Context: an optimization exercise on an open-source flow, tuned for small area. The choices shown serve that exercise and are no tape-out recipe.
Function was checked by simulation only, so behaviour that the tests miss may differ from the original.

--- flow/flow/run.sh ---
#!/bin/bash
# Standard ORFS layout (the standard.sh) with two changes in how it is built:
# - port buffers use the smallest buffer (buf_1) instead of the resizer's pick
# - CTS uses small clock buffers and no dummy balancing loads
set -euo pipefail
export BUFFER_PORTS_ARGS="-buffer_cell sky130_fd_sc_hd__buf_1"
export CTS_ARGS="-sink_clustering_enable -repair_clock_nets -dont_use_dummy_load -buf_list {sky130_fd_sc_hd__clkbuf_4 sky130_fd_sc_hd__clkbuf_8}"
bash standard.sh > standard.log 2>&1
--- flow/standard.sh ---
#!/bin/bash
# synth_recipe.tcl (not shown) runs the flow's synth.tcl, then flattens the netlist and writes it again
# the make line also repeats each setting of config.mk as NAME=value (left out here)
make -C /OpenROAD-flow-scripts/flow DESIGN_CONFIG=/design/flow/config.mk WORK_HOME=/design/flow/orfs CLKGATE_MAP_FILE= SYNTH_SCRIPT=/design/flow/synth_recipe.tcl "${@:-finish}"
--- flow/config.mk ---
export PLATFORM = sky130hd
export DESIGN_NAME = InternalNode
export DESIGN_NICKNAME = InternalNode
export VERILOG_FILES = /design/flow/design.v
export SDC_FILE = /design/flow/constraint.sdc
export NUM_CORES = 4
export LEC_CHECK = 0
export CAP_MARGIN = 20
export CORE_MARGIN = 2
export CORE_UTILIZATION = 40
export SLEW_MARGIN = 20
--- flow/constraint.sdc ---
create_clock -name core_clock -period 10.0 [get_ports {clk}]
set_input_delay 2.0000 -clock core_clock [delete_from_list [all_inputs] [get_ports {clk}]]
set_output_delay 2.0000 -clock core_clock [all_outputs]
set_load 0.01 [all_outputs]
--- flow/design.v ---
module InternalNode (
  input wire          clk,
  input wire          rst,
  input wire  [4:0]   in_data_valid,
  input wire  [179:0] in_data,
  output wire [4:0]   out_data_valid,
  output wire [179:0] out_data,
  input wire  [4:0]   downstream_credit,
  output wire [4:0]   upstream_credit
);
localparam LOC = 4;
function [4:0] route_of;
  input        local_in;
  input [3:0]  info;
  input [1:0]  sel;
  begin
    route_of = 5'b0;
    if (local_in) begin
      case (info)
        4'd0, 4'd6: route_of = 5'b00001 << sel;
        4'd1, 4'd2, 4'd3, 4'd4, 4'd5: route_of = 5'b01111;
        default: route_of = 5'b0;
      endcase
    end else begin
      case (info)
        4'd2, 4'd3, 4'd4, 4'd5, 4'd6: route_of = 5'b10000;
        default: route_of = 5'b0;
      endcase
    end
  end
endfunction
wire [10*36-1:0] head;         
wire [10*5-1:0]  hroute;       
wire [9:0]       hact;         
wire [9:0]       sreq;         
wire [9:0]       gsel;         
wire [5*36-1:0]  phead;        
wire [5*5-1:0]   proute;       
wire [4:0]       preq;         
wire [4:0]       pg;           
wire [4:0]       avail;        
wire [5*36-1:0]  pdata;        
reg  [4:0]       ucred;        
reg  [4:0]       lasthalf;     
assign upstream_credit = ucred;
genvar p, h;
generate
for (p = 0; p < 5; p = p + 1) begin: g_port
  wire [2:0] cnt0, cnt1;
  wire       wsel1 = (cnt1 < cnt0);
  wire       vin   = in_data_valid[p];
  wire [35:0] din  = in_data[36*p +: 36];
  wire [1:0] routing;
  reg        rr;               
  wire       rcg0 = routing[0] & (~rr | ~routing[1]);
  wire       rcg1 = routing[1] & ( rr | ~routing[0]);
  wire [35:0] pd0, pd1;
  always @(posedge clk or posedge rst) begin
    if (rst)       rr <= 1'b0;
    else if (rcg0) rr <= 1'b1;
    else if (rcg1) rr <= 1'b0;
  end
  for (h = 0; h < 2; h = h + 1) begin: g_half
    reg  [2:0]  cnt;
    reg  [1:0]  rp;
    reg         act;
    reg  [35:0] q0, q1, q2, q3;
    wire [1:0]  wp  = rp + cnt[1:0];
    wire        wr  = vin & (h == 1 ? wsel1 : ~wsel1);
    wire        pop = gsel[2*p+h] & pg[p];
    wire        rcg = (h == 0) ? rcg0 : rcg1;
    wire [1:0]  rpm = rp - 2'd1;
    always @(posedge clk) begin
      if (wr && wp == 2'd0) q0 <= din;
      if (wr && wp == 2'd1) q1 <= din;
      if (wr && wp == 2'd2) q2 <= din;
      if (wr && wp == 2'd3) q3 <= din;
    end
    always @(posedge clk or posedge rst) begin
      if (rst) begin
        cnt <= 3'd0;
        rp  <= 2'd0;
        act <= 1'b0;
      end else begin
        cnt <= cnt + {2'b0, wr} - {2'b0, pop};
        if (pop) rp <= rp + 2'd1;
        if (pop)      act <= 1'b0;
        else if (rcg) act <= 1'b1;
      end
    end
    wire [35:0] hd = ({36{rp == 2'd0}} & q0) | ({36{rp == 2'd1}} & q1) |
                     ({36{rp == 2'd2}} & q2) | ({36{rp == 2'd3}} & q3);
    wire [35:0] pd = ({36{rpm == 2'd0}} & q0) | ({36{rpm == 2'd1}} & q1) |
                     ({36{rpm == 2'd2}} & q2) | ({36{rpm == 2'd3}} & q3);
    if (h == 0) begin: g_h0
      assign cnt0 = cnt;
      assign pd0  = pd;
    end else begin: g_h1
      assign cnt1 = cnt;
      assign pd1  = pd;
    end
    assign routing[h] = (cnt != 3'd0) & ~act;
    assign head[36*(2*p+h) +: 36] = hd;
    assign hroute[5*(2*p+h) +: 5] = route_of(p == LOC, hd[35:32], hd[29:28]);
    assign hact[2*p+h] = act;
    assign sreq[2*p+h] = act & ((avail & hroute[5*(2*p+h) +: 5]) ==
                                hroute[5*(2*p+h) +: 5]);
  end
  wire [15:0] pri0 = {head[36*(2*p)   + 32 +: 4], head[36*(2*p)   + 16 +: 12]};
  wire [15:0] pri1 = {head[36*(2*p+1) + 32 +: 4], head[36*(2*p+1) + 16 +: 12]};
  wire        lt   = pri0 < pri1;
  assign gsel[2*p]   = sreq[2*p]   & (~sreq[2*p+1] | lt);
  assign gsel[2*p+1] = sreq[2*p+1] & (~sreq[2*p]   | ~lt);
  assign preq[p]     = sreq[2*p] | sreq[2*p+1];
  assign phead[36*p +: 36] = sreq[2*p] & (~sreq[2*p+1] | lt) ?
                             head[36*(2*p) +: 36] : head[36*(2*p+1) +: 36];
  assign proute[5*p +: 5]  = sreq[2*p] & (~sreq[2*p+1] | lt) ?
                             hroute[5*(2*p) +: 5] : hroute[5*(2*p+1) +: 5];
  assign pdata[36*p +: 36] = lasthalf[p] ? pd1 : pd0;
  always @(posedge clk) begin
    lasthalf[p] <= gsel[2*p+1];
  end
  reg  [3:0] ocnt;
  wire       dec;
  if (p == LOC) begin: g_dec_up
    assign dec = |(pg[3:0] & {proute[5*3+4], proute[5*2+4], proute[5*1+4],
                              proute[5*0+4]});
  end else begin: g_dec_down
    assign dec = pg[LOC] & proute[5*LOC + p];
  end
  always @(posedge clk or posedge rst) begin
    if (rst) ocnt <= 4'd8;
    else     ocnt <= ocnt - {3'b0, dec} + {3'b0, downstream_credit[p]};
  end
  assign avail[p] = (ocnt != 4'd0);
end
endgenerate
always @(posedge clk or posedge rst) begin
  if (rst) ucred <= 5'b0;
  else     ucred <= pg;
end
wire [3:0]  info_c [0:3];
wire [15:0] addr_c [0:3];
genvar c;
generate
for (c = 0; c < 4; c = c + 1) begin: g_child
  assign info_c[c] = phead[36*c + 32 +: 4];
  assign addr_c[c] = phead[36*c + 16 +: 16];
end
endgenerate
wire [3:0] info_l = phead[36*LOC + 32 +: 4];
wire [3:0] bc_c, uv_c;
generate
for (c = 0; c < 4; c = c + 1) begin: g_kind
  assign bc_c[c] = preq[c] & (info_c[c] == 4'd3);
  assign uv_c[c] = preq[c] & (info_c[c] == 4'd2);
end
endgenerate
assign pg[LOC] = preq[LOC] & ~((info_l == 4'd4) & (|bc_c));
wire uv_eq = (addr_c[0][5:0] == addr_c[1][5:0]) &&
             (addr_c[2][5:0] == addr_c[3][5:0]) &&
             (addr_c[0][5:0] == addr_c[3][5:0]);
wire merge = (&uv_c) & uv_eq;
wire        w0_1 = preq[1] & (~preq[0] | ~(addr_c[0] < addr_c[1]));
wire [15:0] a01  = w0_1 ? addr_c[1] : addr_c[0];
wire        v01  = preq[0] | preq[1];
wire        w1_3 = preq[3] & (~preq[2] | ~(addr_c[2] < addr_c[3]));
wire [15:0] a23  = w1_3 ? addr_c[3] : addr_c[2];
wire        v23  = preq[2] | preq[3];
wire        hi   = v23 & (~v01 | (a23 < a01));
wire [3:0]  tgrant = hi  ? (w1_3 ? 4'b1000 : 4'b0100) :
                     v01 ? (w0_1 ? 4'b0010 : 4'b0001) : 4'b0000;
assign pg[3:0] = (|uv_c) ? {4{merge}} : tgrant;
reg  [3:0]  dvalid1;            
reg         uvalid1;            
reg  [17:0] dhdr1;              
reg  [19:0] uhdr1;              
wire [3:0]  usel = merge ? 4'b0001 : tgrant;
wire [19:0] uhdr = ({20{usel[0]}} & phead[36*0 + 16 +: 20]) |
                   ({20{usel[1]}} & phead[36*1 + 16 +: 20]) |
                   ({20{usel[2]}} & phead[36*2 + 16 +: 20]) |
                   ({20{usel[3]}} & phead[36*3 + 16 +: 20]);
always @(posedge clk or posedge rst) begin
  if (rst) begin
    dvalid1 <= 4'b0;
    uvalid1 <= 1'b0;
  end else begin
    dvalid1 <= {4{pg[LOC]}} & proute[5*LOC +: 4];
    uvalid1 <= |(pg[3:0] & {proute[5*3+4], proute[5*2+4], proute[5*1+4],
                            proute[5*0+4]});
  end
end
always @(posedge clk) begin
  dhdr1 <= {phead[36*LOC + 32 +: 4], phead[36*LOC + 16 +: 14]};
  uhdr1 <= uhdr;
end
reg  [4:0]  ovalid;
reg  [35:0] odown, oup;
wire [15:0] usum = ({16{ucred[0]}} & pdata[36*0 +: 16]) +
                   ({16{ucred[1]}} & pdata[36*1 +: 16]) +
                   ({16{ucred[2]}} & pdata[36*2 +: 16]) +
                   ({16{ucred[3]}} & pdata[36*3 +: 16]);
always @(posedge clk or posedge rst) begin
  if (rst) ovalid <= 5'b0;
  else     ovalid <= {uvalid1, dvalid1};
end
always @(posedge clk) begin
  odown <= {dhdr1[17:14], pdata[36*LOC + 30 +: 2], dhdr1[13:0],
            pdata[36*LOC +: 16]};
  oup   <= {uhdr1, usum};
end
assign out_data_valid = ovalid;
assign out_data = {oup, odown, odown, odown, odown};
endmodule
==> impl.org, run 1 <==
** STA
- The final-report hold violation count is 0.
- Time the worst path needs with I/O delays and setup :: about 9.5 ns
- Peak clock frequency supported by timing :: 105 MHz
- The worst pin sits at a relative slew slack of 0.261.
- In the finished design, the share of the clock period the worst path needs comes to 0.953.
- Slew at the pin with the worst max-slew slack :: 1.11 ns
- Final sum of negative setup slack :: 0 ns
- Final max-slew violation count :: 0
- Min setup slack post-route :: approximately 0.47 ns
- Worst clock skew :: roughly 0.10 ns
- Setup violations remaining at the end of the flow were counted as 0.

** Synth
- Total standard cell area after synthesis :: between 60000 and 70000 um^2
- Fraction of synthesis flops using an asynchronous set or reset pin :: 0.0604
- Number of enable flip-flop cells after synthesis :: ~1400
- After synthesis the netlist holds a flip-flop and latch count of 1655.
- A synthesized cell averages approximately 15 um^2.
- For this run, the number of Yosys warnings is 1.
- Top flip-flop cell by instance count after synthesis :: edfxtp_1
- The number of nets in the synthesized netlist is 4991.
- Part of the Yosys area used for sequential elements :: 0.709
- Synthesis handed over a netlist of about 4500 instances.
- After synthesis, the netlist uses 100 different library cells.

** Global route
- Global-route wire length before repair :: approximately 270000 um
- The number of global-route vias before repair was 39968.
- For met1 alone, demand over resource in global routing was 0.276.
- Pin count of the biggest net entering global routing :: 60
- GR Overflow Total :: 0
- In the global route stage, overall resource usage came out at 0.207.
- The initial antenna violation count was 54.
- Met2 Resource Use GR :: 0.337
- For met3 alone, demand over resource in global routing was 0.0414.
- In this run the most used layer during global routing was met2.

** Final layout
- Commonest non-fill, non-tap cell in the layout :: edfxtp_1
- The sequential cells in the finished layout cover a total of a little under 50000 um^2.
- Once layout is done, the placed cells without fillers occupy ~76000 um^2.
- The library cells used most frequently in the layout, excluding fill and tap cells, are 1440 x edfxtp_1, 381 x buf_1, 363 x nand2_1.
- Counting the fill cells in the layout gives 14939.
- Compared with the post-synthesis result, the final layout area differs by 11.9%.
- The finished layout holds 7245 standard cells, fillers aside.
- Layout cells sized above 1 :: 0.113
- The multi-input combinational cells in the finished layout cover a total of between 15000 and 20000 um^2.
- The net count of the finished layout is 5488.

** Clock network
- Counting along the longest clock path gives a buffer depth of 4.
- Clock tree from TritonCTS :: done
- Clock tree synthesis found a total of 1655 sinks.
- Count of H-tree levels built during CTS :: 5
- At the later pin of the worst-skew pair, clock insertion delay measures a little over 1 ns.
- Number of buffers created by CTS :: between 200 and 300
- Clock-pin slew was measured on the worst setup and hold paths at 0.06 ns.
- CTS placed an instance of clkbuf_8 at the clock tree root.
- Hold-fix buffer count after cts :: 0

** Routing
- For this block, the routed nets add up to 184000 um of wire.
- In the routed layout, each cell is associated on average with a via count of around 5.6.
- Violation count after the first detailed-routing iteration :: between 4000 and 5000
- Final ANT Viol Nets :: 0
- First drt pass iteration count :: 7
- Via count :: between 40000 and 50000
- Total DRC errors in the routed layout :: 0
- After detailed routing, the average wire length per cell comes to 25.3 um.

** Place
- Placed instance area :: around 72000 um^2
- Port buffering added about 380 buffers.
- Before CTS, the worst setup slack after placement is around 0.13 ns.
- After detailed placement, the design holds a cell count of ~6900.
- Summed over all nets, the half-perimeter wirelength after detailed placement is between 100000 and 150000 um.
- Routability-driven placement finished with a final weighted congestion of ~0.9.

** Floorplan
- I/O pins :: about 380
- Row generation in the floorplan step produced roughly 150 rows.
- Starting utilization of the core area :: 0.401
- Total core area :: roughly 170000 um^2
- Die outline height :: between 400 and 500 um
- The floorplan step defined a die boundary enclosing 173000 um^2.
- The die is slightly above 400 um wide.

** Setup path
- Crit path capture type :: flop
- The worst register-to-register path ends at g_port[1].g_half[0].cnt[2].
- Number of buffers and inverters on the critical path :: 7
- Critical path start-end classification :: reg2reg
- Crit Reg-Reg Startpoint :: g_port[2].g_half[1].rp[0]
- At the worst endpoint, the arrival time is slightly above 10 ns.
- The cell that appears most often on the critical path is ha_1.
- Setup slack on the worst reg-to-reg path comes out at 0.47 ns.
- At the worst endpoint, the required time is about 11 ns.
- The worst setup path is launched from a flop.
- Critical path's slowest cell :: ha_1
- Among cell families on the critical path, the largest total delay comes from compound AO/OA/AOI/OAI gates.
- R2r worst-path depth :: approximately 40
- In this run the worst path has a maximum fanout of 15.
- On the worst path, the slowest cell contributes a delay of 0.50 ns.

** Worst hold path
- Endpoint of the worst hold-timing path :: oup[24]
- Path type of the worst min-delay path :: reg2reg
- The worst hold path passes through 0 cells.
- In this run the most critical hold path is launched from uhdr1[8].

** Status
- Run status :: timing/DRC/antenna clean

** Run
- Number of maximum-capacitance violations :: 0
repair_timing:
item | CTS | global route
buffers inserted | 0 | 4
setup endpoints to repair | 0 | 30
gates resized for setup | 0 | 20
hold endpoints to repair | 0 | 0
through the flow:
stage	utilization	hold WS, ns
after floorplan	-	0.310
after global placement	0.424	0.310
after detailed placement	0.424	0.312
after CTS	0.448	0.278
after global routing	0.449	0.290
final	0.449	0.278
area by class of cell:
cell class / instances / area share
timing repair buffer: 524 / 0.0337
multi-input combinational: 2300 / 0.231
tap: 2218 / 0.0366
inverter: 240 / 0.0119
antenna: 15 / 0.000495
sequential: 1655 / 0.634
clock buffer: 293 / 0.0532
kinds of logic (layout without fill, tap and decap cells):
logic type	Yosys count	count (layout)	share of synthesized area
AO/OA/AOI/OAI	1073	1073	0.121
XOR/XNOR	85	85	0.0110
adder cells (fa/ha/maj)	284	284	0.0573
buffers and inverters	562	1057	0.0383
flip-flops	1655	1655	0.709
multiplexers	65	65	0.0104
other	0	15	0
AND/OR/NAND/NOR	793	793	0.0530
synth_stat cells (all sizes together) (15+ instances only):
master / instances / area, um^2
a31oi: 71 / 474
inv: 240 / 901
xnor2: 66 / 578
xor2: 19 / 166
a211oi: 18 / 158
nor3: 56 / 280
a21oi: 160 / 816
and3: 25 / 161
nor2: 120 / 458
ha: 237 / 2970
a21o: 38 / 285
fa: 45 / 901
buf: 194 / 1210
clkbuf: 128 / 480
mux2i: 50 / 517
a22o: 80 / 701
o21ai: 57 / 304
dfrtp: 95 / 2380
and2: 18 / 115
o21a: 20 / 165
nand2b: 16 / 100
a222oi: 128 / 1280
mux2: 15 / 188
or3: 15 / 93.8
edfxtp: 1440 / 43200
o211ai: 24 / 190
dfxtp: 115 / 2300
nand3: 123 / 626
nand4: 25 / 156
a22oi: 363 / 2760
nand2: 363 / 1360
a221oi: 36 / 394
per-layer routing:
layer	part of all wire	wire, um	up-vias
met4	0.033	6040	32
met1	0.41	76100	20586
li1	-	-	18276
met2	0.48	88400	1644
met3	0.070	12800	366
met5	0.0011	210	-
state kept, by name, summed over array words and instances, names as in the netlist:
name and flops:
g_port.g_half.q0 360, g_port.g_half.q1 360, g_port.g_half.q2 360, g_port.g_half.q3 360, odown 36, oup 36
g_port.g_half.cnt 30, g_port.g_half.rp 20, g_port.ocnt 20, uhdr1 20, dhdr1 18, g_port.g_half.act 10
g_port.rr 5, lasthalf 5, ovalid 5, ucred 5, dvalid1 4, uvalid1 1
worst max path at each step:
stage | from | to | slack, ns | cells past startpoint
after floorplan | g_port[3].g_half[1].rp[0] | g_port[4].ocnt[2] | 0.87 | 47
after global placement | g_port[3].g_half[1].rp[0] | g_port[0].g_half[0].cnt[2] | 0.41 | 39
final | g_port[2].g_half[1].rp[0] | g_port[1].g_half[0].cnt[2] | 0.47 | 41
after CTS | g_port[3].g_half[1].rp[0] | g_port[1].g_half[0].cnt[2] | 0.1 | 40
after detailed placement | g_port[3].g_half[1].rp[0] | g_port[0].g_half[0].cnt[2] | 0.13 | 39
after global routing | g_port[2].g_half[1].rp[0] | g_port[1].g_half[0].cnt[2] | -0.08 | 41
==> run 2, diff against run 1 <==
==> flow/run.sh (new file) <==
#!/bin/bash
# synth_recipe.tcl (not shown) runs the flow's synth.tcl, then flattens the netlist and writes it again
# the make line also repeats each setting of config.mk as NAME=value (left out here)
make -C /OpenROAD-flow-scripts/flow DESIGN_CONFIG=/design/flow/config.mk WORK_HOME=/design/flow/orfs CLKGATE_MAP_FILE= SYNTH_SCRIPT=/design/flow/synth_recipe.tcl finish
removed: flow/flow/run.sh
removed: flow/standard.sh
==> run 2 against run 1 <==
  * Clock skew down 0.054 ns
  * Still clean on timing, DRC and antenna
  * Routed wire length decreased by 0.25%
  * Critical path type unchanged
  * First-iteration DRC count shrank 4.6%
  * Non-clock buffer count grew 17
  * Die area is the same
==> impl.org, run 2 <==
** Worst hold path
- Path type of the worst min-delay path :: reg2reg
- The startpoint identified for the worst hold timing path is uhdr1[5].

** Setup path
- Cell type group with the largest total delay on the critical path :: compound AO/OA/AOI/OAI gates
- Nature of the critical path startpoint :: flop
- The critical path starts at g_port[2].g_half[1].rp[1].
- The number of buffer and inverter stages on the critical path was 8 (+1).
- The data arrival at the endpoint of the critical path came to 10.06 ns (-0.33 ns).
- Data required time at the worst endpoint :: 10.70 ns (-0.16 ns)
- Crit path capture type :: flop
- Crit path capture :: g_port[1].g_half[0].cnt[2]
- The worst register-to-register path begins at g_port[2].g_half[1].rp[1].
- Critical Path Stages :: 40 (-2.4%)
- Critical path start-end classification :: reg2reg
- The maximum fanout along the worst path is 19 (+4).
- In this run the critical register-to-register path is captured at g_port[1].g_half[0].cnt[2].
- The slowest stage of the critical path is the o31a_1 cell.
- Critical path's largest stage delay :: 0.52 ns (+0.02 ns)
- R2r worst-path depth :: 40 (-2.4%)

** Final layout
- Final-stage net count :: 5381 (-1.9%)
- Layout cells sized above 1 :: 0.105 (-0.00747)
- Commonest cells after routing, fill and taps aside :: 1440 x edfxtp_1, 381 x clkdlybuf4s50_1, 363 x nand2_1
- Layout filler cell count :: 14525 (-2.8%)
- P&R area growth vs syn :: 17.6%
- Leaving out fill and tap cells, the most frequent cell in the layout is edfxtp_1.

** Routing
- The met1 routed wirelength after detailed routing was 76000 um (about the same).
- The total wirelength of the detailed-routed design was 183000 um (-0.25%).
- Highest metal layer with signal wires :: met5
- The first-pass iteration count of the detailed router came to 9 (+2).
- Vias per cell :: 5.54 (-1.9%)
- Final ANT Viol Nets :: 0 (unchanged)
- The detailed-route DRC error count was 0 (unchanged).
- Met2 Wirelength :: 89400 um (+1.1%)
- Average wire length per cell after detail routing :: 25.2 um (-0.70%)
- The DRC violation total after the first TritonRoute iteration is 4058 (-4.6%).
- The vias after detailed routing is 40324 (-1.4%).
- WL met3 :: 11500 um (-11%)

** STA
- Final max-slew violation count :: 0 (unchanged)
- The setup total negative slack was 0 ns (unchanged).
- Setup repair after global routing left no endpoint under its margin.
- Number of setup violations in the final report :: 0 (unchanged)
- The worst slew margin relative to its limit was 0.237 (-0.0247).
- Peak clock frequency supported by timing :: 107 MHz (+1.8%)
- The slew at the pin with the worst max-slew slack came to 1.14 ns (+0.0318 ns).
- The clock tree skew after final layout came to 0.0500 ns (-0.0543 ns).
- Final critical-path share of the clock period :: 0.936 (-0.0168)
- The minimum clock period after layout was 9.36 ns (-0.168 ns).
- The final-report hold violation count is 0 (unchanged).

** Floorplan
- Total core area :: 169000 um^2 (unchanged)
- Die Span X :: 416 um (unchanged)
- The number of placed I/O pins came to 382 (unchanged).
- Die outline height :: 416 um (unchanged)
- The die area is 173000 um^2 (unchanged).
- Starting utilization of the core area :: 0.401 (unchanged)
- Std-Cell Rows :: 151 (unchanged)

** Synth
- Top flip-flop cell by instance count after synthesis :: edfxtp_1
- Cell taking the most area after synthesis :: edfxtp_1
- Number of enable flip-flop cells after synthesis :: 1440 (unchanged)
- Mapped Cells :: 4517 (unchanged)
- By area, the combinational part of the netlist is dominated by compound AO/OA/AOI/OAI gates.
- The unique cell type count in the Yosys netlist was 100 (unchanged).
- Synth warnings :: 1 (unchanged)
- Basic-gate share of the synthesized area counting and, or, nand and nor cells :: 0.0530 (unchanged)
- The arithmetic-cell share of the synthesized area counting full adders, half adders and majority gates is 0.0573 (unchanged).
- Average cell area after synthesis :: 15.0 um^2 (unchanged)
- Sorting the synthesized cells by how often they occur yields 1440 x edfxtp_1, 363 x nand2_1, 357 x a22oi_1.
- In the post-synthesis netlist, the cell with the most instances is edfxtp_1.
- Fraction of synthesis flops using an asynchronous set or reset pin :: 0.0604 (unchanged)
- Portion of synthesized cell area occupied by the leading cell type :: 0.638 (unchanged)
- The post-synthesis compound-gate area fraction came to 0.121 (unchanged).
- The net count after synthesis came to 4991 (unchanged).
- The sequential fraction of the synthesis area came to 0.709 (unchanged).
- In the post-synthesis netlist, the biggest area contributors are edfxtp_1 64%, ha_1 4.4%, a22oi_1 4.0%, dfrtp_1 3.5%, dfxtp_1 3.4%.
- Multiplexer share of the synthesized area :: 0.0104 (unchanged)
- The combined area of all synthesized cells came to 67800 um^2 (unchanged).
- The post-synthesis share of cell area spent on xor and xnor gates is 0.0110 (unchanged).
- Register bit count reported by yosys :: 1655 (unchanged)

** Run
- The number of max-cap violations is 0 (unchanged).

** Global route
- GR Overflow Total :: 0 (unchanged)
- Total GRT Usage :: 0.208 (+0.000614)
- Pin count of the biggest net entering global routing :: 63 (+5.0%)
- The first-pass GRT wire length came to 267000 um (+0.34%).
- The initial antenna violation count was 41 (-24%).
- Vias in the first global route :: 39709 (-0.65%)

** Clock network
- The number of buffers added by the clock tree synthesis step is 169 (-42%).
- Clock network latency to the later pin of the worst-skew pair :: 0.83 ns (-0.18 ns)
- The clock sink count came to 1655 (unchanged).
- The buffer count from post-CTS setup fixing was 0 (unchanged).
- Root Driver :: clkbuf_16
- Clock transition at the registers of the reported paths :: 0.06 ns (about the same)
- Count of H-tree levels built during CTS :: 4 (-1)
- Clock tree from TritonCTS :: done
- Max Buffers Root-to-Sink :: 3 (-1)

** Place
- Gp weighted congestion :: 0.900 (-0.35%)
- The count of buffers inserted at the top-level ports was 381 (unchanged).
- The estimated wirelength of the detail-placed design is 120000 um (+2.8%).

** Status
- The run finished with no timing, DRC or antenna violations.
==> run 2: cell counts after synthesis <==
Identical to the previous run, type by type.
==> run 2: cells by family after synthesis <==
family	after synthesis
fa+ha+maj	284
flops	1655
simple gates	793
mux	65
buf+inv	562
xor+xnor	85
compound gates	1073
==> run 2: repair_timing <==
item / CTS / global route
hold buffers: 0 / 0
setup endpoints to repair: 0 / 21
gates resized for setup: 0 / 9
==> run 2: per-layer routing <==
metal,vias up,global-route usage
met4,32,0.0744
li1,18255,-
met3,315,0.0400
met2,1427,0.343
met5,-,0
met1,20295,0.274
==> run 2: per-stage QoR <==
stage          hold WS, ns  area, um^2  std cells  setup slack (ns)  utilization
4_1_cts              0.321       79700       7271             0.216        0.472
3_3_place_gp         0.310       74100       6953             0.527        0.439
3_5_place_dp         0.312       74100       6953             0.244        0.439
2_1_floorplan        0.310       67800       4517             0.873            -
6_report             0.321       79800       7278             0.637        0.472
5_1_grt              0.326       79700       7276            0.0365        0.472
==> run 2: area by class of cell <==
cell class	instances	area [um^2]	share of cell area
multi-input cells	2300	17400	0.219
repair buffers	541	5040	0.0632
clock buffers	231	4660	0.0585
diodes	6	15.0	0.000188
well taps	2218	2780	0.0348
clock inverters	87	873	0.0110
inverters	240	903	0.0113
flip-flops and latches	1655	48100	0.603
==> run 2: worst min path at each step <==
stage / end / slack, ns / depth (start not counted)
after global placement: oup[19] / 0.31 / 0
after CTS: oup[21] / 0.32 / 0
after global routing: oup[21] / 0.33 / 0
final: oup[21] / 0.32 / 0
after detailed placement: odown[26] / 0.31 / 0
after floorplan: odown[16] / 0.31 / 0
==> run 3, diff against run 2 <==
--- a/flow/design.v
+++ b/flow/design.v
@@ -108,7 +108,8 @@
   end
   wire [15:0] pri0 = {head[36*(2*p)   + 32 +: 4], head[36*(2*p)   + 16 +: 12]};
   wire [15:0] pri1 = {head[36*(2*p+1) + 32 +: 4], head[36*(2*p+1) + 16 +: 12]};
-  wire        lt   = pri0 < pri1;
+  reg         lt;
+  always @(posedge clk) lt <= pri0 < pri1;
   assign gsel[2*p]   = sreq[2*p]   & (~sreq[2*p+1] | lt);
   assign gsel[2*p+1] = sreq[2*p+1] & (~sreq[2*p]   | ~lt);
   assign preq[p]     = sreq[2*p] | sreq[2*p+1];
@@ -129,10 +130,10 @@
     assign dec = pg[LOC] & proute[5*LOC + p];
   end
   always @(posedge clk or posedge rst) begin
-    if (rst) ocnt <= 4'd8;
-    else     ocnt <= ocnt - {3'b0, dec} + {3'b0, downstream_credit[p]};
-  end
-  assign avail[p] = (ocnt != 4'd0);
+    if (rst) ocnt <= 4'd0;
+    else     ocnt <= ocnt + {3'b0, dec} - {3'b0, downstream_credit[p]};
+  end
+  assign avail[p] = ~ocnt[3];
 end
 endgenerate
 always @(posedge clk or posedge rst) begin
==> flow/flow/run.sh (new file) <==
#!/bin/bash
# The standard ORFS layout (standard.sh), with these changes in how it is built:
# - synthesis maps with an area-oriented ABC script (flow/abc_area.script) in place
#   of ORFS's speed script; everything else in synthesis is unchanged, so the
#   registers are the standard synthesis's
# - port buffers use the smallest buffer (buf_1) instead of the resizer's pick
# - CTS clusters up to 15 sinks per clkbuf_8 leaf buffer, without dummy loads
# Each tool's output goes to ORFS's logs under orfs/logs; make's output to *.log here.
set -euo pipefail
W=$PWD
rm -rf "$W/scripts"
cp -r "$FLOW_HOME/scripts" "$W/scripts"
cp "$W/flow/abc_area.script" "$W/scripts/abc_speed.script"
export BUFFER_PORTS_ARGS="-buffer_cell sky130_fd_sc_hd__buf_1"
export CTS_ARGS="-sink_clustering_enable -repair_clock_nets -dont_use_dummy_load -sink_clustering_size 15 -sink_clustering_max_diameter 100 -buf_list {sky130_fd_sc_hd__clkbuf_8}"
bash standard.sh SCRIPTS_DIR="$W/scripts" finish > standard.log 2>&1
==> flow/flow/abc_area.script (new file) <==
&get -n
&st
&dc2
&syn3
&dch -f
&nf -a -R 1000
&put
topo
dnsize -c
==> flow/standard.sh (new file) <==
#!/bin/bash
# synth_recipe.tcl (not shown) runs the flow's synth.tcl, then flattens the netlist and writes it again
# the make line also repeats each setting of config.mk as NAME=value (left out here)
make -C /OpenROAD-flow-scripts/flow DESIGN_CONFIG=/design/flow/config.mk WORK_HOME=/design/flow/orfs CLKGATE_MAP_FILE= SYNTH_SCRIPT=/design/flow/synth_recipe.tcl "${@:-finish}"
--- a/flow/config.mk
+++ b/flow/config.mk
@@ -7,5 +7,5 @@
 export LEC_CHECK = 0
 export CAP_MARGIN = 20
 export CORE_MARGIN = 2
-export CORE_UTILIZATION = 40
+export CORE_UTILIZATION = 65
 export SLEW_MARGIN = 20
removed: flow/run.sh
==> run 3 against run 2 <==
  * Still clean on timing, DRC and antenna
  * Non-clock buffer count shrank 29
  * Via count fell by 2.9%
  * Area after synthesis decreased by 3.5%
  * Hold slack gained 0.010 ns
  * Cell count decreased by 17%
  * First-iteration DRC count grew 32%
  * Critical endpoint is now g_port[4].ocnt[2]
==> impl.org, run 3 <==
** Status
- The run finished with no timing, DRC or antenna violations.

** Global route
- Total GRT Usage :: 0.315 (+0.108)
- GR Overflow Total :: 0 (unchanged)
- Pin count of the biggest net entering global routing :: 67 (+6.3%)
- Initial antenna violation count :: 32 (-22%)
- Global-route wire length before repair :: 240000 um (-10%)
- The number of global-route vias before repair came to 37689 (-5.1%).

** STA
- Peak clock frequency supported by timing :: 110 MHz (+2.8%)
- Unrepaired setup endpoints after global routing :: false
- The clock tree skew after final layout came to 0.0593 ns (+0.00925 ns).
- The minimum clock period after layout was 9.11 ns (-0.258 ns).
- The setup total negative slack was 0 ns (unchanged).
- The final-report hold violation count came to 0 (unchanged).
- The worst slew margin relative to its limit came to 0.224 (-0.0125).
- The worst hold slack was 0.332 ns (+0.0105 ns).
- Slew at the pin with the worst max-slew slack :: 1.16 ns (+0.0240 ns)
- The post-route clock period utilization is 0.911 (-0.0258).
- The count of endpoints failing setup in the final report was 0 (unchanged).
- Final max-slew violation count :: 0 (unchanged)

** Setup path
- Nature of the critical path startpoint :: flop
- Most frequent CP cell :: a21oi_1
- Worst path arrival time :: 9.79 ns (-0.27 ns)
- R2r worst-path depth :: 43 (+7.5%)
- CP max FO :: 13 (-6)
- The largest stage delay on the critical path was 0.49 ns (-0.03 ns).
- Crit path capture type :: flop
- Critical path start-end classification :: reg2reg
- Critical path's slowest cell :: a21boi_0
- The required time at the worst-slack endpoint was 10.69 ns (about the same).

** Synth
- Total standard cell area after synthesis :: 65400 um^2 (-3.5%)
- Top flip-flop cell by instance count after synthesis :: edfxtp_1
- The synthesized instance count came to 4194 (-7.2%).
- The proportion of netlist area held by the largest area contributor came to 0.661 (+0.0232).
- After synthesis, the cell types taking the most area are edfxtp_1 66%, ha_1 4.5%, a222oi_1 4.4%, dfrtp_1 3.8%, dfxtp_1 3.7%.
- The most common cell in the synthesized netlist is edfxtp_1.
- The unique cell type count in the Yosys netlist came to 46 (-54%).
- Number of enable flip-flop cells after synthesis :: 1440 (unchanged)
- Fraction of synthesis flops using an asynchronous set or reset pin :: 0.0602 (-0.000182)
- Counting instances in the post-synthesis netlist gives the leading cell types as 1440 x edfxtp_1, 452 x nand2_1, 288 x a222oi_1.
- edfxtp_1 takes more of the synthesized area than any other cell.
- Part of the Yosys area used for sequential elements :: 0.736 (+0.0272)
- Synth warnings :: 1 (unchanged)
- Net count after synthesis :: 4666 (-6.5%)
- Average cell area after synthesis :: 15.6 um^2 (+3.9%)
- The register bit total from synthesis was 1660 (+0.30%).

** Clock network
- Clock sink count :: 1660 (+0.30%)
- Clock network latency to the later pin of the worst-skew pair :: 0.83 ns (about the same)
- The total number of H-tree levels was 3 (-1).
- The clock slew at the register clock pins of the worst setup and hold paths was 0.10 ns (+0.04 ns).
- Hold-fix buffer count after cts :: 0 (unchanged)
- Clock tree from TritonCTS :: done
- The root buffer cell chosen for the clock tree is clkbuf_8.
- The worst-case clock buffer depth is 3 (unchanged).
- Number of buffers created by CTS :: 120 (-29%)

** Final layout
- In the layout the commonest cells are 1440 x edfxtp_1, 452 x nand2_1, 381 x buf_1.
- Commonest non-fill, non-tap cell in the layout :: edfxtp_1
- The area growth from synthesis to layout is 8.04%.
- The area of all placed cells without fillers is 70700 um^2 (-11%).
- Utilization after layout :: 0.707 (+0.235)
- Final-stage net count :: 5192 (-3.5%)
- The share of final-layout standard cells stronger than drive strength 1 was 0.0636 (-0.0417).

** Floorplan
- The die boundary height was 321 um (-23%).
- I/O pins :: 382 (unchanged)
- Starting utilization of the core area :: 0.654 (+0.253)
- The die area was 103000 um^2 (-40%).
- The x dimension of the die came to 321 um (-23%).
- Total core area :: 100000 um^2 (-41%)
- The number of placement rows came to 116 (-23%).

** Routing
- The per-cell via count in the routed design came to 6.50 (+17%).
- The vias after detailed routing was 39161 (-2.9%).
- The first-pass iteration count of the detailed router was 8 (-1).
- Final ANT Viol Nets :: 0 (unchanged)
- The DRC violation total after the first TritonRoute iteration came to 5361 (+32%).
- Total DRC errors in the routed layout :: 0 (unchanged)
- Average wire length per cell after detail routing :: 27.1 um (+7.5%)
- Aggregate routed wire length :: 163000 um (-11%)

** Place
- Placed instance area :: 69000 um^2 (-6.9%)
- Gp weighted congestion :: 0.912 (+1.3%)
- Sum of net half-perimeters after detailed placement :: 103000 um (-14%)
- The count of buffers inserted at the top-level ports was 381 (unchanged).

** Worst hold path
- The min-delay analysis places its worst path in the category reg2reg.
- The number of cells on the worst hold path was 0 (unchanged).

** Run
- Number of maximum-capacitance violations :: 0 (unchanged)
==> run 3: changes by cell type after synthesis, moves of 70 or more <==
cell	previous run	this run
a222oi_1	128	288
a21oi_1	158	268
inv_1	239	0
clkinv_1	0	162
a22oi_1	357	119
clkbuf_1	128	0
o21ai_0	49	119
a21boi_0	2	85
nand2_1	363	452
a22o_1	80	5
==> run 3: timing repair <==
item,4_1_cts,5_1_grt
buffers inserted,0,0
resized for setup,0,11
setup endpoints to repair,0,11
==> run 3: cell type report <==
type                       instances  area, um^2
antenna                           10        25.0
clock buffer                     120        1650
fill                            6626       29300
inverter                         162         611
multi-input combinational       2264       16200
sequential                      1660       48100
tap                             1298        1620
timing repair buffer             512        2460
==> run 3: worst paths after layout <==
kind | from | endpoint | slack, ns
max in group asynchronous | rst | g_port[2].rr | 7.47
max | g_port[1].g_half[1].rp[0] | g_port[4].ocnt[2] | 0.89
min reg2reg | dhdr1[3] | odown[19] | 0.33
min | dhdr1[3] | odown[19] | 0.33
max reg2reg | g_port[1].g_half[1].rp[0] | g_port[4].ocnt[2] | 0.89
min in group asynchronous | rst | ovalid[2] | 1.21
==> run 3: critical path: cells and delay by family, from the launching register on <==
| kind | cells | cell delay [ns] |
|---|---|---|
| AO/OA/AOI/OAI | 22 | 5.00 |
| XOR/XNOR | 1 | 0.17 |
| adder cells (fa/ha/maj) | 6 | 1.69 |
| buffers and inverters | 3 | 0.44 |
| flip-flops | 1 | 0.43 |
| AND/OR/NAND/NOR | 11 | 1.25 |
==> run 3: cells by family after synthesis <==
kind of cell    share of synthesized area
buf+inv                            0.0217
simple gates                       0.0572
fa+ha+maj                          0.0587
mux                               0.00157
xor+xnor                           0.0130
compound gates                      0.112
flops                               0.736
==> run 3: per-layer routing <==
metal | track usage | vias to the layer above | wire, um
li1 | - | 17481 | -
met1 | 0.445 | 19424 | 63800
met2 | 0.506 | 1943 | 78300
met3 | 0.0646 | 277 | 16400
met4 | 0.0904 | 36 | 4290
met5 | 0 | - | 236
==> run 3: metrics by stage <==
step | instances | setup slack (ns)
after CTS | 6016 | 0.592
final | 6026 | 0.895
after global routing | 6024 | 0.0256
after global placement | 5894 | 0.709
after floorplan | 4194 | 0.0258
after detailed placement | 5896 | 0.622
==> run 4, diff against run 3 <==
--- a/flow/config.mk
+++ b/flow/config.mk
@@ -7,5 +7,5 @@
 export LEC_CHECK = 0
 export CAP_MARGIN = 20
 export CORE_MARGIN = 2
-export CORE_UTILIZATION = 65
+export CORE_UTILIZATION = 40
 export SLEW_MARGIN = 20
==> run 4 against run 3 <==
  * Routed wire length grew 7.9%
  * Global-route usage shrank 11 points
  * First-iteration DRC count shrank 13%
  * Sequential cell count is the same
  * Critical path depth grew 2
  * Critical path type unchanged
  * Sequential share of layout area shrank 1.2 points
  * Clock-buffer cell count grew 10
  * Synthesized cell count is the same
==> impl.org, run 4 <==
** Final layout
- Reg area :: 48100 um^2 (about the same)
- Filler-free cell count of the finished design :: 6922 (+15%)
- The number of fill cells was 14600 (+120%).
- Commonest non-fill, non-tap cell in the layout :: edfxtp_1
- Commonest cells after routing, fill and taps aside :: 1440 x edfxtp_1, 452 x nand2_1, 381 x buf_1
- The net count of the finished layout was 5212 (+0.39%).
- The fraction of the core area covered by cells at the end of the flow came to 0.443 (-0.264).
- The share of final-layout standard cells stronger than drive strength 1 came to 0.0680 (+0.00437).
- Area of the multi-input gates :: 16200 um^2 (about the same)
- Relative to the synthesized area, the layout overhead comes to 9.98%.

** Clock network
- The hold buffer count at cts is 0 (unchanged).
- The clock slew at the register clock pins of the worst setup and hold paths was 0.10 ns (about the same).
- The latest clock arrival within the worst-skew pair came to 0.93 ns (+0.10 ns).
- The clock sink count came to 1660 (unchanged).
- Number of buffers created by CTS :: 130 (+8.3%)
- In this run the clock root is driven by a clkbuf_8.
- The total number of H-tree levels is 4 (+1).
- The worst-case clock buffer depth came to 3 (unchanged).
- TritonCTS built the clock tree.

** Synth
- Top cells by area in the synthesized netlist :: edfxtp_1 66%, ha_1 4.5%, a222oi_1 4.4%, dfrtp_1 3.8%, dfxtp_1 3.7%
- Of all cell types, the one taking the most synthesized area is edfxtp_1.
- The combined area of all synthesized cells is 65400 um^2 (unchanged).
- Top flip-flop cell by instance count after synthesis :: edfxtp_1
- Ranked by instance count, the synthesized netlist is headed by 1440 x edfxtp_1, 452 x nand2_1, 288 x a222oi_1.
- The mean instance size in the synthesized netlist was 15.6 um^2 (unchanged).
- Synth warnings :: 1 (unchanged)
- The count of flip-flops with a built-in enable after synthesis is 1440 (unchanged).
- The unique cell type count in the Yosys netlist was 46 (unchanged).
- The most common cell in the synthesized netlist is edfxtp_1.
- Mapped Cells :: 4194 (unchanged)
- The async set-or-reset flop fraction in the synthesized netlist came to 0.0602 (unchanged).
- The net count after synthesis came to 4666 (unchanged).
- Portion of synthesized cell area occupied by the leading cell type :: 0.661 (unchanged)
- Register bit count reported by yosys :: 1660 (unchanged)
- Part of the Yosys area used for sequential elements :: 0.736 (unchanged)

** Floorplan
- Total die area :: 167000 um^2 (+62%)
- The number of placement rows came to 148 (+28%).
- I/O pins :: 382 (unchanged)
- The initial cell density of the core came to 0.402 (-0.252).
- Die outline height :: 408 um (+27%)
- The core area was 163000 um^2 (+63%).
- The x dimension of the die is 408 um (+27%).

** Worst hold path
- In this run the worst hold path is classified as reg2reg.

** Setup path
- The data arrival at the endpoint of the critical path was 9.87 ns (+0.08 ns).
- Critical path's slowest cell :: ha_1
- The endpoint identified for the worst register-to-register timing path is g_port[4].ocnt[2].
- In this run the critical register-to-register path is launched from g_port[1].g_half[1].rp[0].
- The setup path with the least slack is of type reg2reg.
- Launch point of the critical path :: g_port[1].g_half[1].rp[0]
- Crit path capture type :: flop
- Data required time at the worst endpoint :: 10.75 ns (+0.06 ns)
- The largest stage delay on the critical path is 0.53 ns (+0.04 ns).
- Nature of the critical path startpoint :: flop
- The cell depth of the worst flop-to-flop path was 45 (+4.7%).
- The maximum fanout along the worst path was 29 (+16).
- Crit path capture :: g_port[4].ocnt[2]

** STA
- Setup repair after global routing left no endpoint under its margin.
- Time the worst path needs with I/O delays and setup :: 9.12 ns (+0.0129 ns)
- The setup total negative slack came to 0 ns (unchanged).
- The slew at the pin with the worst max-slew slack was 1.03 ns (-0.129 ns).
- Worst clock skew :: 0.145 ns (+0.0854 ns)
- Final max-slew violation count :: 0 (unchanged)
- The post-route clock period utilization was 0.912 (+0.00129).
- The count of endpoints failing setup in the final report is 0 (unchanged).
- The final-report hold violation count was 0 (unchanged).
- The worst slew margin relative to its limit was 0.310 (+0.0862).
- Peak clock frequency supported by timing :: 110 MHz (-0.14%)

** Global route
- GR Overflow Total :: 0 (unchanged)
- The number of global-route vias before repair was 37881 (+0.51%).
- Pin count of the biggest net entering global routing :: 55 (-18%)
- The first-pass GRT wire length is 256000 um (+6.9%).
- Initial antenna violation count :: 42 (+31%)
- The total track usage came to 0.207 (-0.108).

** Place
- The estimated wirelength of the detail-placed design came to 113000 um (+9.5%).
- The global placer's final weighted congestion was 0.889 (-2.4%).
- The count of buffers inserted at the top-level ports is 381 (unchanged).
- Number of instances in the placed design :: 6780 (+15%)

** Routing
- First drt pass iteration count :: 9 (+1)
- The DRC violation total after the first TritonRoute iteration is 4673 (-13%).
- Vias per cell :: 5.63 (-13%)
- Via count :: 38956 (-0.52%)
- The total wirelength of the detailed-routed design is 176000 um (+7.9%).
- The number of routed nets with antenna violations is 0 (unchanged).
- Total DRC errors in the routed layout :: 0 (unchanged)
- The detailed-route wire length per cell came to 25.4 um (-6.1%).

** Status
- Run status :: timing/DRC/antenna clean

** Run
- The number of max-cap violations was 0 (unchanged).
==> run 4: cell type report <==
cell class | count | area share
sequential | 1660 | 0.669
multi-input combinational | 2265 | 0.225
tap | 2175 | 0.0378
timing repair buffer | 521 | 0.0347
clock buffer | 130 | 0.0249
inverter | 162 | 0.00852
antenna | 9 | 0.000313
==> run 4: worst min-delay path by stage <==
stage,startpoint,slack (ns),endpoint,cells past startpoint
after CTS,uhdr1[18],0.32,oup[34],0
after global routing,uhdr1[18],0.31,oup[34],0
final,uhdr1[18],0.32,oup[34],0
after detailed placement,dhdr1[7],0.31,odown[23],0
after floorplan,dhdr1[0],0.31,odown[16],0
after global placement,dhdr1[5],0.31,odown[21],0
==> run 4: layer usage <==
metal  vias up  routed length [um]  track usage
met4        38                4330       0.0519
li1      17496                   -            -
met5         -                 245            0
met3       296               15500       0.0508
met1     19621               74400        0.290
met2      1505               81400        0.324
==> run 4: through the flow <==
| stage | hold slack, ns | setup slack, ns | area, um^2 |
|---|---|---|---|
| 6_report | 0.316 | 0.882 | 72000 |
| 2_1_floorplan | 0.310 | 0.0258 | 65400 |
| 5_1_grt | 0.311 | 0.0120 | 71900 |
| 3_5_place_dp | 0.313 | 0.118 | 70100 |
| 4_1_cts | 0.317 | 0.0344 | 71900 |
| 3_3_place_gp | 0.311 | 0.482 | 70100 |
==> run 4: cell families (layout without fill, tap and decap cells) <==
family / Yosys count / in the layout / share of synthesized area
buffers and inverters: 270 / 813 / 0.0217
AO/OA/AOI/OAI: 1009 / 1009 / 0.112
AND/OR/NAND/NOR: 868 / 869 / 0.0572
other: 0 / 9 / 0
multiplexers: 10 / 10 / 0.00157
adder cells (fa/ha/maj): 280 / 280 / 0.0587
flip-flops: 1660 / 1660 / 0.736
XOR/XNOR: 97 / 97 / 0.0130
==> run 4: timing repair <==
item / 4_1_cts / 5_1_grt
gates resized for setup: 0 / 12
endpoints found under the setup margin: 0 / 30
setup buffers: 0 / 2
==> run 4: worst max-delay path: cells and delay by family (launching register included) <==
kind | cells | cell delay, ns
xor gates and xnor gates | 1 | 0.17
AOI/OAI and AO/OA | 21 | 4.57
and+or+nand+nor | 13 | 1.39
adders and majority gates | 6 | 1.80
buffers and inverters | 4 | 0.60
DFF | 1 | 0.42
==> run 5, diff against run 4 <==
--- a/flow/design.v
+++ b/flow/design.v
@@ -27,6 +27,18 @@
         default: route_of = 5'b0;
       endcase
     end
+  end
+endfunction
+function lt16;
+  input [15:0] a;
+  input [15:0] b;
+  integer i;
+  reg c;
+  begin
+    c = 1'b0;
+    for (i = 0; i < 16; i = i + 1)
+      c = (~a[i] & b[i]) | ((~a[i] | b[i]) & c);
+    lt16 = c;
   end
 endfunction
 wire [10*36-1:0] head;         
@@ -69,7 +81,6 @@
     wire        wr  = vin & (h == 1 ? wsel1 : ~wsel1);
     wire        pop = gsel[2*p+h] & pg[p];
     wire        rcg = (h == 0) ? rcg0 : rcg1;
-    wire [1:0]  rpm = rp - 2'd1;
     always @(posedge clk) begin
       if (wr && wp == 2'd0) q0 <= din;
       if (wr && wp == 2'd1) q1 <= din;
@@ -88,10 +99,12 @@
         else if (rcg) act <= 1'b1;
       end
     end
-    wire [35:0] hd = ({36{rp == 2'd0}} & q0) | ({36{rp == 2'd1}} & q1) |
-                     ({36{rp == 2'd2}} & q2) | ({36{rp == 2'd3}} & q3);
-    wire [35:0] pd = ({36{rpm == 2'd0}} & q0) | ({36{rpm == 2'd1}} & q1) |
-                     ({36{rpm == 2'd2}} & q2) | ({36{rpm == 2'd3}} & q3);
+    wire [3:0]  rsel = {rp == 2'd3, rp == 2'd2, rp == 2'd1, rp == 2'd0};
+    wire [3:0]  psel = {4{ucred[p] & (lasthalf[p] == h)}} & {rsel[0], rsel[3:1]};
+    wire [35:0] hd = ({36{rsel[0]}} & q0) | ({36{rsel[1]}} & q1) |
+                     ({36{rsel[2]}} & q2) | ({36{rsel[3]}} & q3);
+    wire [35:0] pd = ({36{psel[0]}} & q0) | ({36{psel[1]}} & q1) |
+                     ({36{psel[2]}} & q2) | ({36{psel[3]}} & q3);
     if (h == 0) begin: g_h0
       assign cnt0 = cnt;
       assign pd0  = pd;
@@ -109,7 +122,7 @@
   wire [15:0] pri0 = {head[36*(2*p)   + 32 +: 4], head[36*(2*p)   + 16 +: 12]};
   wire [15:0] pri1 = {head[36*(2*p+1) + 32 +: 4], head[36*(2*p+1) + 16 +: 12]};
   reg         lt;
-  always @(posedge clk) lt <= pri0 < pri1;
+  always @(posedge clk) lt <= lt16(pri0, pri1);
   assign gsel[2*p]   = sreq[2*p]   & (~sreq[2*p+1] | lt);
   assign gsel[2*p+1] = sreq[2*p+1] & (~sreq[2*p]   | ~lt);
   assign preq[p]     = sreq[2*p] | sreq[2*p+1];
@@ -117,7 +130,7 @@
                              head[36*(2*p) +: 36] : head[36*(2*p+1) +: 36];
   assign proute[5*p +: 5]  = sreq[2*p] & (~sreq[2*p+1] | lt) ?
                              hroute[5*(2*p) +: 5] : hroute[5*(2*p+1) +: 5];
-  assign pdata[36*p +: 36] = lasthalf[p] ? pd1 : pd0;
+  assign pdata[36*p +: 36] = pd0 | pd1;
   always @(posedge clk) begin
     lasthalf[p] <= gsel[2*p+1];
   end
@@ -172,8 +185,6 @@
 wire [3:0]  tgrant = hi  ? (w1_3 ? 4'b1000 : 4'b0100) :
                      v01 ? (w0_1 ? 4'b0010 : 4'b0001) : 4'b0000;
 assign pg[3:0] = (|uv_c) ? {4{merge}} : tgrant;
-reg  [3:0]  dvalid1;            
-reg         uvalid1;            
 reg  [17:0] dhdr1;              
 reg  [19:0] uhdr1;              
 wire [3:0]  usel = merge ? 4'b0001 : tgrant;
@@ -181,26 +192,18 @@
                    ({20{usel[1]}} & phead[36*1 + 16 +: 20]) |
                    ({20{usel[2]}} & phead[36*2 + 16 +: 20]) |
                    ({20{usel[3]}} & phead[36*3 + 16 +: 20]);
-always @(posedge clk or posedge rst) begin
-  if (rst) begin
-    dvalid1 <= 4'b0;
-    uvalid1 <= 1'b0;
-  end else begin
-    dvalid1 <= {4{pg[LOC]}} & proute[5*LOC +: 4];
-    uvalid1 <= |(pg[3:0] & {proute[5*3+4], proute[5*2+4], proute[5*1+4],
-                            proute[5*0+4]});
-  end
-end
+wire [4:0]  rdown = route_of(1'b1, dhdr1[17:14], dhdr1[13:12]);
+wire [4:0]  rup   = route_of(1'b0, uhdr1[19:16], 2'b00);
+wire [3:0]  dvalid1 = {4{ucred[LOC]}} & rdown[3:0];
+wire        uvalid1 = (|ucred[3:0]) & rup[4];
 always @(posedge clk) begin
   dhdr1 <= {phead[36*LOC + 32 +: 4], phead[36*LOC + 16 +: 14]};
   uhdr1 <= uhdr;
 end
 reg  [4:0]  ovalid;
 reg  [35:0] odown, oup;
-wire [15:0] usum = ({16{ucred[0]}} & pdata[36*0 +: 16]) +
-                   ({16{ucred[1]}} & pdata[36*1 +: 16]) +
-                   ({16{ucred[2]}} & pdata[36*2 +: 16]) +
-                   ({16{ucred[3]}} & pdata[36*3 +: 16]);
+wire [15:0] usum = pdata[36*0 +: 16] + pdata[36*1 +: 16] +
+                   pdata[36*2 +: 16] + pdata[36*3 +: 16];
 always @(posedge clk or posedge rst) begin
   if (rst) ovalid <= 5'b0;
   else     ovalid <= {uvalid1, dvalid1};
==> flow/config.mk (replaced) <==
export PLATFORM = sky130hd
export DESIGN_NAME = InternalNode
export DESIGN_NICKNAME = InternalNode
export VERILOG_FILES = /design/flow/design.v
export SDC_FILE = /design/flow/constraint.sdc
export NUM_CORES = 4
export LEC_CHECK = 0
export CAP_MARGIN = 0
export CORE_MARGIN = 2
export CORE_UTILIZATION = 65
export SLEW_MARGIN = 0
==> run 5 against run 4 <==
  * Sequential share of layout area up 2.3 points
  * Critical endpoint is now g_port[2].g_half[0].cnt[2]
  * Via count decreased by 1.4%
  * Setup slack got worse by 0.26 ns
  * Highest routed layer unchanged
==> impl.org, run 5 <==
** Global route
- The number of global-route vias before repair came to 36805 (-2.8%).
- The total track usage is 0.322 (+0.115).
- Global-route wire length before repair :: 241000 um (-6.1%)
- Pin count of the biggest net entering global routing :: 62 (+13%)
- Initial antenna violation count :: 28 (-33%)
- GR Overflow Total :: 0 (unchanged)

** Setup path
- Critical path's slowest cell :: a21oi_1
- STA classifies the critical path startpoint as a flop.
- The data arrival at the endpoint of the critical path is 10.10 ns (+0.23 ns).
- Cell type group with the largest total delay on the critical path :: compound AO/OA/AOI/OAI gates
- The largest stage delay on the critical path was 0.54 ns (about the same).
- CP max FO :: 16 (-45%)
- Critical path start-end classification :: reg2reg
- Crit path capture type :: flop
- Data required time at the worst endpoint :: 10.72 ns (-0.03 ns)
- The number of buffer and inverter stages on the critical path was 4 (unchanged).

** Routing
- Aggregate routed wire length :: 165000 um (-6.4%)
- First drt pass iteration count :: 10 (+1)
- The detailed-route wire length per cell was 28.4 um (+12%).
- Total DRC errors in the routed layout :: 0 (unchanged)
- Vias per cell :: 6.63 (+18%)
- The DRC violation total after the first TritonRoute iteration is 5493 (+18%).
- Final ANT Viol Nets :: 0 (unchanged)
- Via count :: 38423 (-1.4%)

** Final layout
- The area of all placed cells without fillers is 69400 um^2 (-3.5%).
- The number of fill cells is 6527 (-55%).
- The post-layout instance count excluding filler cells was 5797 (-16%).
- Compared with the post-synthesis result, the final layout area differs by 8.17%.
- The fraction of the core area covered by cells at the end of the flow came to 0.707 (+0.265).
- Reg area :: 48000 um^2 (-0.27%)
- Leaving out fill and tap cells, the most frequent cells in the layout are 1440 x edfxtp_1, 381 x buf_1, 349 x nand2_1.
- Commonest non-fill, non-tap cell in the layout :: edfxtp_1
- The net count of the finished layout came to 4897 (-6.0%).
- Area of the multi-input gates :: 15100 um^2 (-6.6%)
- Layout cells sized above 1 :: 0.0680 (+0.0000691)

** Synth
- Counting instances in the post-synthesis netlist gives the leading cell types as 1440 x edfxtp_1, 349 x nand2_1, 280 x a222oi_1.
- Mapped Cells :: 3966 (-5.4%)
- By instance count, the leading cell after synthesis is edfxtp_1.
- Average cell area after synthesis :: 16.2 um^2 (+3.7%)
- Synth warnings :: 1 (unchanged)
- Dominant combinational cell family by area after synthesis :: compound AO/OA/AOI/OAI gates
- Part of the Yosys area used for sequential elements :: 0.748 (+0.0124)
- Top cells by area in the synthesized netlist :: edfxtp_1 67%, a222oi_1 4.4%, dfxtp_1 3.7%, dfrtp_1 3.7%, ha_1 3.1%
- The combined area of all synthesized cells was 64200 um^2 (-1.9%).
- Top flip-flop cell by instance count after synthesis :: edfxtp_1
- The async set-or-reset flop fraction in the synthesized netlist is 0.0574 (-0.00284).
- Cell taking the most area after synthesis :: edfxtp_1
- Number of enable flip-flop cells after synthesis :: 1440 (unchanged)
- The register bit total from synthesis was 1655 (-0.30%).
- The basic-gate share of the synthesized area counting and, or, nand and nor cells was 0.0523 (-0.00489).
- Portion of synthesized cell area occupied by the leading cell type :: 0.674 (+0.0129)
- Net count after synthesis :: 4363 (-6.5%)
- The post-synthesis compound-gate area fraction was 0.117 (+0.00481).
- Multiplexer share of the synthesized area :: 0.00234 (+0.000771)
- Adder-cell area share of the yosys netlist :: 0.0460 (-0.0127)
- The post-synthesis share of cell area spent on xor and xnor gates was 0.0132 (+0.000253).
- The unique cell type count in the Yosys netlist was 52 (+13%).

** Clock network
- Clock tree from TritonCTS :: done
- Number of buffers created by CTS :: 120 (-7.7%)
- Clock sink count :: 1655 (-0.30%)
- The tree is rooted in a clkbuf_8.
- Count of H-tree levels built during CTS :: 3 (-1)
- Max Buffers Root-to-Sink :: 3 (unchanged)
- The latest clock arrival within the worst-skew pair came to 0.87 ns (-0.06 ns).
- The buffer count from post-CTS setup fixing is 0 (unchanged).
- The clock slew at the register clock pins of the worst setup and hold paths is 0.10 ns (about the same).

** STA
- Time the worst path needs with I/O delays and setup :: 9.38 ns (+0.259 ns)
- Final max-slew violation count :: 0 (unchanged)
- Worst clock skew :: 0.0624 ns (-0.0823 ns)
- The peak clock frequency supported by timing came to 107 MHz (-2.8%).
- The post-route clock period utilization is 0.938 (+0.0259).
- The worst slew margin relative to its limit was 0.203 (-0.108).
- The count of endpoints failing setup in the final report was 0 (unchanged).
- The setup total negative slack is 0 ns (unchanged).
- Slew at the pin with the worst max-slew slack :: 1.19 ns (+0.155 ns)
- The final-report hold violation count is 0 (unchanged).

** Place
- The post-placement cell area was 67700 um^2 (-3.4%).
- The cell count after placement is 5665 (-16%).
- Port Buffers :: 381 (unchanged)
- Gp weighted congestion :: 0.937 (+5.4%)
- The estimated wirelength of the detail-placed design came to 108000 um (-4.0%).

** Status
- Run status :: timing/DRC/antenna clean

** Floorplan
- The x dimension of the die is 318 um (-22%).
- The die area was 101000 um^2 (-39%).
- The number of placement rows came to 115 (-22%).
- I/O pins :: 382 (unchanged)
- Total core area :: 98100 um^2 (-40%)
- The initial cell density of the core is 0.654 (+0.252).
- The die boundary height is 318 um (-22%).

** Worst hold path
- The path class of the tightest hold or removal check is reg2reg.

** Run
- The number of max-cap violations is 0 (unchanged).
run 5: changes by cell type in the layout (fill, tap and decap cells not counted), sizes merged, moves of 12 or more:
cell,before,now
a21oi,268,146
a22o,5,18
a22oi,119,194
and2,5,25
and3,13,37
clkinv,161,143
ha,235,160
nand2,452,349
nand3,146,76
nand4,13,25
o221ai,3,15
o22ai,13,29
run 5: metrics by stage:
stage,hold slack (ns),worst slack [ns]
2_1_floorplan,0.310,0.307
3_3_place_gp,0.311,0.633
3_5_place_dp,0.312,0.400
4_1_cts,0.331,0.376
5_1_grt,0.328,-0.00558
6_report,0.332,0.623
run 5: worst paths after layout:
path	start	end	slack [ns]	depth (start not counted)
max in group asynchronous	rst	g_port[1].g_half[0].rp[1]	7.59	3
hold / removal	dhdr1[3]	odown[19]	0.33	0
min in group asynchronous	rst	g_port[0].g_half[1].cnt[0]	1.22	2
hold reg to reg	dhdr1[3]	odown[19]	0.33	0
setup reg to reg	g_port[0].g_half[0].rp[1]	g_port[2].g_half[0].cnt[2]	0.62	42
setup / recovery	g_port[0].g_half[0].rp[1]	g_port[2].g_half[0].cnt[2]	0.62	42
run 5: routing by layer:
layer / part of all wire / global-route usage / wire length (um) / vias to the layer above
met5: 0.0012 / 0 / 195 / -
met4: 0.025 / 0.0966 / 4090 / 30
met3: 0.10 / 0.0591 / 16500 / 272
met2: 0.48 / 0.508 / 78600 / 2119
met1: 0.40 / 0.466 / 65100 / 19164
li1: - / - / - / 16838
run 5: kinds of logic (layout without fill, tap and decap cells):
kind of cell               after synthesis  in the layout
adders and majority gates              210            210
and+or+nand+nor                        753            753
buffers and inverters                  252            784
AOI/OAI and AO/OA                      984            984
xor gates and xnor gates                97             97
muxes                                   15             15
DFF                                   1655           1655
other                                    0             12
run 5: layout make-up:
type,instances,share of cell area
Tap cell,1287,0.0232
Inverter,144,0.00782
Sequential cell,1655,0.692
Timing Repair Buffer,520,0.0356
Multi-Input combinational cell,2059,0.217
Clock buffer,120,0.0238
Antenna cell,12,0.000433
run 5: repair_timing:
action,in CTS,in global routing
setup endpoints to repair,0,11
hold buffers,0,0
endpoints found under the hold margin,0,0
resized for setup,0,5

==> what the ideal ports hide <==
The flow's constraints put no driver on any port. The routed layouts listed below were extracted and timed again, unchanged, in two steps.
Step 1, drivers: a clkbuf_16 drives clk and a buf_2 each remaining input, both assumed.
Step 2, shift: input delay + t, output delay - t, t = (earliest + latest rising clock arrival at the registers) / 2. This alone moves slack from input paths to output paths.
Three values: no drivers, after step 1, after step 2; two values: the first two.
| run | t, ns | setup WS [ns] | hold slack, ns | clock arrival spread, ns |
|---|---|---|---|---|
| run 1 | 1.042 | 0.469 / 0.469 / 0.469 | 0.278 / 0.278 / 0.278 | 0.106 / 0.105 |
| run 2 | 0.887 | 0.637 / 0.637 / 0.637 | 0.321 / 0.321 / 0.321 | 0.051 / 0.051 |
| run 3 | 0.876 | 0.895 / 0.895 / 0.895 | 0.332 / 0.332 / 0.332 | 0.062 / 0.062 |
| run 4 | 0.934 | 0.882 / 0.882 / 0.882 | 0.316 / 0.316 / 0.316 | 0.145 / 0.144 |
| run 5 | 0.910 | 0.623 / 0.623 / 0.623 | 0.332 / 0.332 / 0.332 | 0.066 / 0.066 |
After both steps setup and hold are still met in every run listed.
